Context: an optimization exercise on an open-source flow, tuned for small area. The choices shown serve that exercise and are no tape-out recipe.
Only simulation tests tie the RTL to the original design; equivalence was not proved.

==> module Uart_Wrapper, before the edit <==
module Uart_Wrapper (
    input        clk,
    input        rst,
    input        nwrite_fifo_btn,
    input        nread_fifo_btn,
    input        nreset_button,
    input        rx_i,
    output       tx_o,
    output [6:0] fifo_state_segs,
    output [6:0] Counter_Display,
    output [7:0] Value_out_led
);
    reg [2:0] c_nrst;    
    reg [2:0] c_rf;      
    reg [2:0] c_rd;      
    reg [2:0] c_wr;      
    wire nreset_dbnc = &c_nrst;
    wire ureset      = ~nreset_dbnc;        
    wire reset_fifo  = &c_rf;
    wire rd_db       = &c_rd;
    wire wr_db       = &c_wr;
    always @(posedge clk) begin
        if (rst) begin
            c_nrst <= 3'd0;
            c_rf   <= 3'd0;
            c_rd   <= 3'd0;
            c_wr   <= 3'd0;
        end else begin
            c_nrst <= nreset_button    ? (nreset_dbnc ? 3'd7 : c_nrst + 3'd1) : 3'd0;
            c_rf   <= ureset           ? (reset_fifo  ? 3'd7 : c_rf   + 3'd1) : 3'd0;
            c_rd   <= !nread_fifo_btn  ? (rd_db       ? 3'd7 : c_rd   + 3'd1) : 3'd0;
            c_wr   <= !nwrite_fifo_btn ? (wr_db       ? 3'd7 : c_wr   + 3'd1) : 3'd0;
        end
    end
    reg [1:0] m3;    
    reg [1:0] m4;    
    wire tick = (m3 == 2'b00) && (m4 == 2'b11);
    always @(posedge clk) begin
        if (rst) begin
            m3 <= 2'b00;
            m4 <= 2'b00;
        end else begin
            m3 <= {m3[0], ~(m3[0] | m3[1])};
            m4 <= {m4[0], ~m4[1]};
        end
    end
    reg [1:0] stage;
    always @(posedge clk) begin
        if (rst || reset_fifo) stage <= 2'b00;
        else                   stage <= {wr_db, rd_db};
    end
    reg [2:0] cnt_d;
    reg [1:0] op;         
    localparam OP_NONE = 2'd0, OP_INC = 2'd1, OP_DEC = 2'd2, OP_CLR = 2'd3;
    reg       empty_led, filled_led;
    reg [7:0] vout;
    reg [7:0] mem0, mem1, mem2, mem3, mem4;
    reg [7:0] rx_hold;    
    wire cnt_zero = (cnt_d == 3'd0);
    wire cnt_full = (cnt_d == 3'd5);
    wire step     = tick && !reset_fifo;
    wire push     = step && stage == 2'b10 && !cnt_full;
    wire pop      = step && stage == 2'b01 && !cnt_zero;
    wire [3:0] k = {1'b0, cnt_d} + {3'b000, op == OP_INC};
    wire en1 = pop || k <= 4'd4;
    wire en2 = pop || k <= 4'd3;
    wire en3 = pop || k <= 4'd2;
    wire en4 = pop || k <= 4'd1;
    wire [7:0] oldest = mem4;
    always @(posedge clk) begin
        if (push) mem0 <= rx_hold;
        if (en1)  mem1 <= mem0;
        if (en2)  mem2 <= mem1;
        if (en3)  mem3 <= mem2;
        if (en4)  mem4 <= mem3;
    end
    always @(posedge clk) begin
        if (rst)                   op <= OP_CLR;
        else if (tick && reset_fifo) op <= OP_CLR;
        else if (push)             op <= OP_INC;
        else if (pop)              op <= OP_DEC;
        else                       op <= OP_NONE;
        if (rst) cnt_d <= 3'd7;
        else case (op)
            OP_INC:  cnt_d <= cnt_d + 3'd1;
            OP_DEC:  cnt_d <= cnt_d - 3'd1;
            OP_CLR:  cnt_d <= 3'd0;
            default: ;
        endcase
    end
    always @(posedge clk) begin
        if (rst) begin
            empty_led  <= 1'b0;
            filled_led <= 1'b0;
            vout       <= 8'd0;
        end else if (tick) begin
            if (reset_fifo) begin
                empty_led  <= 1'b1;
                filled_led <= 1'b0;
            end else begin
                if (stage == 2'b11) begin
                    empty_led  <= 1'b0;
                    filled_led <= 1'b0;
                end else begin
                    empty_led  <= cnt_zero;
                    filled_led <= cnt_full;
                end
                if (stage == 2'b00 || (stage == 2'b01 && cnt_zero))
                    vout <= 8'd0;
                else if (pop)
                    vout <= oldest;
            end
        end
    end
    wire just_rst = (cnt_d == 3'd7);
    reg [6:0] cdisp;
    always @(*) begin
        case (cnt_d)
            3'd0:    cdisp = 7'h40;
            3'd1:    cdisp = 7'h79;
            3'd2:    cdisp = 7'h24;
            3'd3:    cdisp = 7'h30;
            3'd4:    cdisp = 7'h19;
            3'd5:    cdisp = 7'h12;
            3'd6:    cdisp = 7'h02;
            default: cdisp = 7'h00;
        endcase
    end
    assign Counter_Display = cdisp;
    reg [6:0] segs;
    always @(*) begin
        if (just_rst) segs = 7'h00;
        else case (stage)
            2'b00: segs = 7'h40;
            2'b01: segs = 7'h79;
            2'b10: segs = 7'h24;
            default: segs = 7'h30;
        endcase
    end
    assign fifo_state_segs = segs;
    assign Value_out_led   = vout;
    wire baud_done, baud_last;
    baud_timer baud_timer (.clk(clk), .clr(rst || ureset), .done(baud_done), .last(baud_last));
    localparam [3:0] S_IDLE = 4'b0000, S_START = 4'b0001, S_STOP = 4'b0010, S_DATA0 = 4'b1000;
    reg [3:0] rs;
    reg [7:0] rbank;
    reg       rcap;
    always @(posedge clk) begin
        if (rst || ureset)  rs <= S_IDLE;
        else if (rs == S_IDLE) begin
            if (!rx_i) rs <= S_START;
        end else if (baud_done) begin
            if (rs[3])      rs <= (rs[2:0] == 3'd7) ? S_STOP : rs + 4'd1;
            else if (rs[0]) rs <= S_DATA0;
            else            rs <= S_IDLE;
        end
    end
    always @(posedge clk) begin
        if (rs[3]) rbank[0] <= rx_i;
        if (baud_done && rs[2:0] != 3'd7) rbank[7:1] <= rbank[6:0];
        rcap <= !rst && rs == S_STOP && baud_last;
        if (rst)       rx_hold <= 8'd0;
        else if (rcap) rx_hold <= rbank;
    end
    reg       tvalid, tfull;
    reg [3:0] ts;
    reg       tsel;
    always @(posedge clk) begin
        tvalid <= !rst && (empty_led || filled_led);
        tfull  <= filled_led;
        if (ts == S_IDLE) tsel <= tfull;
        if (rst || ureset)  ts <= S_IDLE;
        else if (ts == S_IDLE) begin
            if (tvalid) ts <= S_START;
        end else if (baud_done) begin
            if (ts[3])      ts <= (ts[2:0] == 3'd7) ? S_STOP : ts + 4'd1;
            else if (ts[0]) ts <= S_DATA0;
            else            ts <= S_IDLE;
        end
    end
    reg tx_bit;
    always @(*) begin
        case (ts[2:0])
            3'd0:    tx_bit = !tsel;
            3'd1:    tx_bit = tsel;
            3'd2:    tx_bit = 1'b1;
            3'd6:    tx_bit = 1'b1;
            default: tx_bit = 1'b0;
        endcase
    end
    assign tx_o = ts[3] ? tx_bit : !ts[0];
endmodule
==> flow/config.mk <==
export PLATFORM = sky130hd
export DESIGN_NAME = Uart_Wrapper
export DESIGN_NICKNAME = Uart_Wrapper
export VERILOG_FILES = /design/flow/design.v
export SDC_FILE = /design/flow/constraint.sdc
export NUM_CORES = 4
export LEC_CHECK = 0
export CAP_MARGIN = 20
export CORE_MARGIN = 2
export CORE_UTILIZATION = 60
export SLEW_MARGIN = 20
==> flow/constraint.sdc <==
create_clock -name core_clock -period 10.0 [get_ports {clk}]
set_input_delay 2.0000 -clock core_clock [delete_from_list [all_inputs] [get_ports {clk}]]
set_output_delay 2.0000 -clock core_clock [all_outputs]
set_load 0.01 [all_outputs]
standard.sh (not shown) runs the stock make flow with config.mk's settings and CLKGATE_MAP_FILE= SYNTH_SCRIPT=/design/flow/synth_recipe.tcl, a recipe that flattens the netlist after the stock synthesis.
==> flow/flow/run.sh <==
#!/bin/bash
# Standard ORFS layout (standard.sh, unchanged synthesis), with two changes:
# the port buffers are the smallest buffer cell, and the clock tree uses
# clkbuf_4 cells without dummy load cells.
set -euo pipefail
export BUFFER_PORTS_ARGS="-buffer_cell sky130_fd_sc_hd__buf_1"
export CTS_ARGS="-sink_clustering_enable -repair_clock_nets -buf_list sky130_fd_sc_hd__clkbuf_4 -root_buf sky130_fd_sc_hd__clkbuf_4 -dont_use_dummy_load"
bash standard.sh > standard.log 2>&1
Rerun with:
--- a/flow/design.v
+++ b/flow/design.v
@@ -63,16 +63,22 @@
     wire push     = step && stage == 2'b10 && !cnt_full;
     wire pop      = step && stage == 2'b01 && !cnt_zero;
-    wire [3:0] k = {1'b0, cnt_d} + {3'b000, op == OP_INC};
-    wire en1 = pop || k <= 4'd4;
-    wire en2 = pop || k <= 4'd3;
-    wire en3 = pop || k <= 4'd2;
-    wire en4 = pop || k <= 4'd1;
-    wire [7:0] oldest = mem4;
-    always @(posedge clk) begin
-        if (push) mem0 <= rx_hold;
-        if (en1)  mem1 <= mem0;
-        if (en2)  mem2 <= mem1;
-        if (en3)  mem3 <= mem2;
-        if (en4)  mem4 <= mem3;
+    reg [7:0] oldest;
+    always @(*) begin
+        case (cnt_d)
+            3'd1:    oldest = mem0;
+            3'd2:    oldest = mem1;
+            3'd3:    oldest = mem2;
+            3'd4:    oldest = mem3;
+            default: oldest = mem4;
+        endcase
+    end
+    always @(posedge clk) begin
+        if (push) begin
+            mem0 <= rx_hold;
+            mem1 <= mem0;
+            mem2 <= mem1;
+            mem3 <= mem2;
+            mem4 <= mem3;
+        end
     end
     always @(posedge clk) begin
What happened: Clock-buffer cell count stays the same; final cell count rose by about 7%; worst setup slack loses 0.67 ns; design area rose by 3.8%; register-to-register slack gains 0.02 ns; worst hold slack loses 0.028 ns; area after synthesis rose by 5.0%; global-route usage rose by 0.25 points; wire length rose by 11%.

re-timing with driven ports:
The flow's constraints put no driver on any port. The routed layouts listed below were extracted and timed again, unchanged, in two steps.
Step 1: set_driving_cell puts a clkbuf_16 on clk and a buf_2 on each other input, an assumption about the parent block.
Step 2 moves the port delays by t, midway between the first and last clock arrival at a register: inputs arrive t later, outputs are due t later. That takes back most of the time a late clock gives input paths.
a / b / c = ideal / step 1 / step 2; a / b = the first two.
run	t (ns)	setup slack, ns	clock arrival spread, ns	slew at the worst register clock pin (ns)	cell pins on the clock port's net
the first run	0.484	5.944 / 5.916 / 6.401	0.020 / 0.021	0.09 / 0.09	1
the second run	0.508	5.274 / 5.243 / 5.751	0.035 / 0.035	0.11 / 0.11	1
After both steps every run listed still meets setup and hold.
